Context: an optimization exercise on an open-source flow, tuned for small area, a short achievable clock period and few clock cycles per item. The choices shown serve that exercise and are no tape-out recipe. Where RTL was checked, it was by simulation tests only, not by an equivalence proof against the original.

maple:
==> flow/design.v <==
module s_box (
    input [3:0] i_sb, output [3:0] o_sb
);
    assign o_sb[0] = (!i_sb[3]&!i_sb[2]&i_sb[1]) | (!i_sb[2]&i_sb[1]&i_sb[0]) 
    | (!i_sb[3]&i_sb[2]&!i_sb[1]) | (i_sb[2]&!i_sb[1]&i_sb[0]) | 
    (i_sb[3]&!i_sb[2]&!i_sb[1]&!i_sb[0]) | (i_sb[3]&i_sb[2]&i_sb[1]&!i_sb[0]);
    assign o_sb[1] = (!i_sb[3]&!i_sb[2]&!i_sb[0]) | (!i_sb[3]&!i_sb[1]&!i_sb[0]) | (i_sb[2]&i_sb[1]&i_sb[0]) 
| (i_sb[3]&!i_sb[2]&i_sb[0]) | (i_sb[3]&i_sb[2]&i_sb[1]);
    assign o_sb[2] = (!i_sb[3]&!i_sb[2]&!i_sb[1]) | (!i_sb[2]&!i_sb[1]&!i_sb[0]) | (!i_sb[3]&i_sb[2]&!i_sb[0]) 
| (i_sb[3]&i_sb[1]&i_sb[0]) | (i_sb[3]&i_sb[2]&i_sb[0]);
    assign o_sb[3] = (!i_sb[3]&!i_sb[2]&!i_sb[0]) | (!i_sb[3]&i_sb[1]&!i_sb[0]) | (!i_sb[3]&i_sb[2]&i_sb[0]) 
| (i_sb[3]&!i_sb[1]&!i_sb[0]) | (i_sb[3]&!i_sb[2]&i_sb[1]&i_sb[0]);
endmodule
module block_shuffle (
    input [15:0] i_bs, output [15:0] o_bs
);
    assign o_bs = {i_bs[7:4], i_bs[3:0], i_bs[15:12], i_bs[11:8]};
endmodule
module round_permutation #(
    parameter [5:0] shift = 5'b0000,
    parameter [7:0] data_length = 8'd16
)(
    input [data_length - 1:0] i_rp,  output [data_length - 1:0] o_rp
); 
assign o_rp = (i_rp << shift) | (i_rp >> (data_length - shift));
endmodule
module key_scheduler (
    input clk, rst, input [4:0] round_counter, input [79:0] i_ks_oldkey, output [79:0] o_ks_newkey 
);
    wire [79:0] level_shift;
    wire [79:0] level_sbox;
    wire [4:0] xor_rc;
    round_permutation #(.shift(13), .data_length(80)) rp (.i_rp(i_ks_oldkey), .o_rp(level_shift));
    s_box sb(.i_sb(level_shift[3:0]), .o_sb(level_sbox[3:0]));
    assign level_sbox[79:4] = level_shift[79:4];
    assign xor_rc = level_sbox[63:59]^(round_counter -1);
    assign o_ks_newkey = {level_sbox[79:64], xor_rc, level_sbox[58:0]};
endmodule
module dec_s_box (
    input [3:0] i_sb, output reg [3:0] o_sb 
);
    always @(*) begin
        case(i_sb)
        4'h0: o_sb = 4'hA;
        4'h1: o_sb = 4'h3;
        4'h2: o_sb = 4'h9;
        4'h3: o_sb = 4'hE;
        4'h4: o_sb = 4'h1;
        4'h5: o_sb = 4'hD;
        4'h6: o_sb = 4'hF;
        4'h7: o_sb = 4'h4;
        4'h8: o_sb = 4'hC;
        4'h9: o_sb = 4'h5;
        4'hA: o_sb = 4'h7;
        4'hB: o_sb = 4'h2;
        4'hC: o_sb = 4'h6;
        4'hD: o_sb = 4'h8;
        4'hE: o_sb = 4'h0;
        4'hF: o_sb = 4'hB;
        endcase
    end
endmodule
module dec_block_shuffle (
    input [15:0] i_bs, output [15:0] o_bs
);
    block_shuffle bs (i_bs, o_bs);
endmodule
module dec_round_permutation #(
    parameter [5:0] shift = 5'b0000,
    parameter [7:0] data_length = 8'd16
)(
    input [data_length - 1:0] i_rp,  output [data_length - 1:0] o_rp
); 
    assign o_rp = (i_rp >> shift) | (i_rp << (data_length - shift));
endmodule
module dec_XOR_layer (
    input [63:0] i_xor, output [63:0] o_xor
);
    assign o_xor = {(i_xor[63:48]^i_xor[47:32]), (i_xor[47:32]^i_xor[31:16]^i_xor[15:0]),(i_xor[63:48]^i_xor[47:32]^i_xor[31:16]), (i_xor[31:16]^i_xor[15:0])};
endmodule
module dec_permutation_layer (
    input [63:0] i_pl, output [63:0] o_pl
);
    wire [63:0] rp2bs;
    wire [63:0] xor2rp;
    dec_XOR_layer xl(.i_xor(i_pl), .o_xor(xor2rp));
            dec_round_permutation #(.shift(1), .data_length(16)) rp0(.i_rp(xor2rp[(16*0 + 15):16*0]), .o_rp(rp2bs[15:0]));
            dec_round_permutation #(.shift(4), .data_length(16)) rp1(.i_rp(xor2rp[(16*1 + 15):16*1]), .o_rp(rp2bs[(16 + 15):16*1]));
            dec_round_permutation #(.shift(7), .data_length(16)) rp2(.i_rp(xor2rp[(16*2 + 15):16*2]), .o_rp(rp2bs[(16*2 + 15):16*2]));
            dec_round_permutation #(.shift(9), .data_length(16)) rp3(.i_rp(xor2rp[(16*3 + 15):16*3]), .o_rp(rp2bs[(16*3 + 15):16*3]));
    genvar i;
    generate
        for (i = 0; i < 4; i = i +1 ) begin
            dec_block_shuffle bs(.i_bs(rp2bs[(16*i + 15):16*i]), .o_bs(o_pl[(16*i + 15):16*i]));
        end
    endgenerate
endmodule
module dec_add_round_key (
    input [63:0] i_ark_cipher, input [63:0] i_ark_key,
    output [63:0] o_ark_msg
);
    wire [63:0] sb2xor;
    wire [63:0] pl2sb;
    dec_permutation_layer pl(.i_pl(i_ark_cipher), .o_pl(pl2sb));
    genvar j;
    generate    
    for(j=0; j < 16; j = j + 1) begin
            dec_s_box sb(.i_sb(pl2sb[(4*j + 3):4*j]), .o_sb(sb2xor[(4*j + 3):4*j]));
        end
    endgenerate
    assign o_ark_msg = i_ark_key ^ sb2xor;
endmodule
module dec_key_scheduler (
    input clk, rst, input [4:0] round_counter, input [79:0] i_ks_oldkey, output [79:0] o_ks_newkey 
);
    wire [79:0] level_shift;
    wire [79:0] level_sbox;
    wire [4:0] xor_rc;
    assign {level_sbox[79:64], xor_rc, level_sbox[58:0]} = i_ks_oldkey;
    assign level_sbox[63:59] = xor_rc ^(round_counter -1);
    assign level_shift[79:4] = level_sbox[79:4];
    dec_s_box sb(.i_sb(level_sbox[3:0]), .o_sb(level_shift[3:0]));
    dec_round_permutation #(.shift(13), .data_length(80)) rp (.i_rp(level_shift), .o_rp(o_ks_newkey));
endmodule
module boron_dec (
    input  clk, rst, start, input [63:0] plain_text, input [79:0] master_key,
    output reg done, output [63:0] cipher_text
);
    function [3:0] sbox(input [3:0] a);
        begin
            sbox[0] = 16'h693c >> a;
            sbox[1] = 16'hca95 >> a;
            sbox[2] = 16'ha953 >> a;
            sbox[3] = 16'h19e5 >> a;
        end
    endfunction
    function [3:0] isbox(input [3:0] a);
        begin
            isbox[0] = 16'h8676 >> a;
            isbox[1] = 16'h9c4b >> a;
            isbox[2] = 16'h17e8 >> a;
            isbox[3] = 16'ha16d >> a;
        end
    endfunction
    function [79:0] kfwd(input [79:0] k, input [4:0] rc);
        reg [79:0] t;
        begin
            t = {k[66:0], k[79:67]};
            t[3:0] = sbox(t[3:0]);
            t[63:59] = t[63:59] ^ rc;
            kfwd = t;
        end
    endfunction
    function [79:0] kinv(input [79:0] k, input [4:0] rc);
        reg [79:0] t;
        begin
            t = k;
            t[63:59] = t[63:59] ^ rc;
            t[3:0] = isbox(t[3:0]);
            kinv = {t[12:0], t[79:13]};
        end
    endfunction
    function [79:0] kfwd12(input [79:0] k, input [4:0] b);
        reg [79:0] t;
        integer i;
        begin
            t = k;
            for (i = 0; i < 12; i = i + 1)
                t = kfwd(t, b + i[4:0]);
            kfwd12 = t;
        end
    endfunction
    function [63:0] iround(input [63:0] x, input [63:0] k);
        reg [15:0] w0, w1, w2, w3;
        reg [63:0] y, z;
        integer j;
        begin
            w3 = (x[63:48] ^ x[47:32]) ^ (k[63:48] ^ k[47:32]);
            w2 = (x[47:32] ^ x[31:16] ^ x[15:0]) ^ (k[47:32] ^ k[31:16] ^ k[15:0]);
            w1 = (x[63:48] ^ x[47:32] ^ x[31:16]) ^ (k[63:48] ^ k[47:32] ^ k[31:16]);
            w0 = (x[31:16] ^ x[15:0]) ^ (k[31:16] ^ k[15:0]);
            y = {{w3[8:0], w3[15:9]}, {w2[6:0], w2[15:7]}, {w1[3:0], w1[15:4]}, {w0[0], w0[15:1]}};
            for (j = 0; j < 4; j = j + 1)
                z[16*j +: 16] = {y[16*j+4 +: 4], y[16*j +: 4], y[16*j+12 +: 4], y[16*j+8 +: 4]};
            for (j = 0; j < 16; j = j + 1)
                iround[4*j +: 4] = isbox(z[4*j +: 4]);
        end
    endfunction
    reg id, kg1, kg2, rd;
    reg [4:0] cnt;
    reg [63:0] x;
    reg [79:0] k;
    wire [79:0] kl = kfwd(master_key, 5'd0);
    wire [79:0] kf = kfwd12(k, kg2 ? 5'd13 : 5'd1);
    wire [79:0] kb = kinv(k, cnt);
    wire [63:0] xr = iround(x, k[63:0]);
    assign cipher_text = x ^ k[63:0];
    always @(posedge clk) begin
        x <= ({64{id}} & plain_text) | ({64{rd}} & xr) | ({64{kg1 | kg2}} & x);
        k <= ({80{id}} & kl) | ({80{kg1 | kg2}} & kf) | ({80{rd}} & kb);
        cnt <= rd ? cnt - 5'd1 : 5'd24;
    end
    always @(posedge clk) begin
        if (!rst) begin
            id <= 1'b1;
            kg1 <= 1'b0;
            kg2 <= 1'b0;
            rd <= 1'b0;
            done <= 1'b0;
        end else begin
            done <= rd && cnt == 5'd0;
            id <= id ? !start : (rd && cnt == 5'd0);
            kg1 <= id && start;
            kg2 <= kg1;
            rd <= kg2 || (rd && cnt != 5'd0);
        end
    end
endmodule
Settings: LEC_CHECK=0, CAP_MARGIN=20, CORE_MARGIN=2, CORE_UTILIZATION=40, CTS_BUF_LIST=sky130_fd_sc_hd__clkbuf_4 sky130_fd_sc_hd__clkbuf_8, PLACE_DENSITY=0.75, SETUP_SLACK_MARGIN=2.5, SLEW_MARGIN=20; clock period 5.0 ns.
standard.sh (not shown) runs the stock make flow with config.mk's settings and CLKGATE_MAP_FILE= SYNTH_SCRIPT=/design/flow/synth_recipe.tcl, a recipe that flattens the netlist after the stock synthesis.
==> flow/flow/run.sh <==
#!/bin/bash
set -euo pipefail
export BUFFER_PORTS_ARGS="-buffer_cell sky130_fd_sc_hd__buf_1"
bash standard.sh > standard.log 2>&1
Testbench counts of maple, summed over its fixed seeds: cycles 10,760, items 384.
Here is what was changed in the inputs of raven compared with maple.
--- a/flow/design.v
+++ b/flow/design.v
@@ -170,15 +170,15 @@
             kfwd12 = t;
         end
     endfunction
-    function [63:0] iround(input [63:0] x, input [63:0] k);
+    function [63:0] iround(input [63:0] o);
         reg [15:0] w0, w1, w2, w3;
         reg [63:0] y, z;
         integer j;
         begin
-            w3 = (x[63:48] ^ x[47:32]) ^ (k[63:48] ^ k[47:32]);
-            w2 = (x[47:32] ^ x[31:16] ^ x[15:0]) ^ (k[47:32] ^ k[31:16] ^ k[15:0]);
-            w1 = (x[63:48] ^ x[47:32] ^ x[31:16]) ^ (k[63:48] ^ k[47:32] ^ k[31:16]);
-            w0 = (x[31:16] ^ x[15:0]) ^ (k[31:16] ^ k[15:0]);
+            w3 = o[63:48] ^ o[47:32];
+            w2 = o[47:32] ^ o[31:16] ^ o[15:0];
+            w1 = o[63:48] ^ o[47:32] ^ o[31:16];
+            w0 = o[31:16] ^ o[15:0];
             y = {{w3[8:0], w3[15:9]}, {w2[6:0], w2[15:7]}, {w1[3:0], w1[15:4]}, {w0[0], w0[15:1]}};
             for (j = 0; j < 4; j = j + 1)
                 z[16*j +: 16] = {y[16*j+4 +: 4], y[16*j +: 4], y[16*j+12 +: 4], y[16*j+8 +: 4]};
@@ -193,7 +193,7 @@
     wire [79:0] kl = kfwd(master_key, 5'd0);
     wire [79:0] kf = kfwd12(k, kg2 ? 5'd13 : 5'd1);
     wire [79:0] kb = kinv(k, cnt);
-    wire [63:0] xr = iround(x, k[63:0]);
+    wire [63:0] xr = iround(x ^ k[63:0]);
     assign cipher_text = x ^ k[63:0];
     always @(posedge clk) begin
         x <= ({64{id}} & plain_text) | ({64{rd}} & xr) | ({64{kg1 | kg2}} & x);
[summary]
raven reports its critical path capture point as cipher_text[29] while maple reports cipher_text[39]. CTS sink count came out exactly the same in maple and raven. From maple to raven the numbers moved as follows: total placed cells including tap cells about even; number of DRC violations after detailed-routing iteration 0 lost about 5.4%; layout overhead on the synthesized area went up by 2.3 points; xor and xnor fraction of the mapped netlist area saw a decrease; core area decreased by 780 um^2 relative to the old numbers.
The RTL of raven was laid out without a check of its function.

[separate check: timing with driven ports]
The results above use ideal ports. As a check the final layouts listed here were re-extracted and re-timed, cells and wires unchanged.
Step 1 sets driving cells, clkbuf_16 on the clock port and buf_2 on the other inputs (assumed; they add their load-dependent delay and slew).
Step 2 adds t to the input delays and takes it off the output delays; t is the mean of the earliest and latest rising clock arrival at the registers after step 1. Input paths then give back, and output paths get back, about the clock's delay inside the block.
Slacks: ideal / step 1 / step 2; pairs: ideal / step 1.
| run | t, ns | slack for setup (ns) | worst setup path at the end |
|---|---|---|---|
| maple | 0.510 | 2.524 / 2.478 / 2.612 | register to register |
| raven | 0.514 | 2.469 / 2.423 / 2.500 | register to register |
After both steps setup and hold are still met in every run listed.
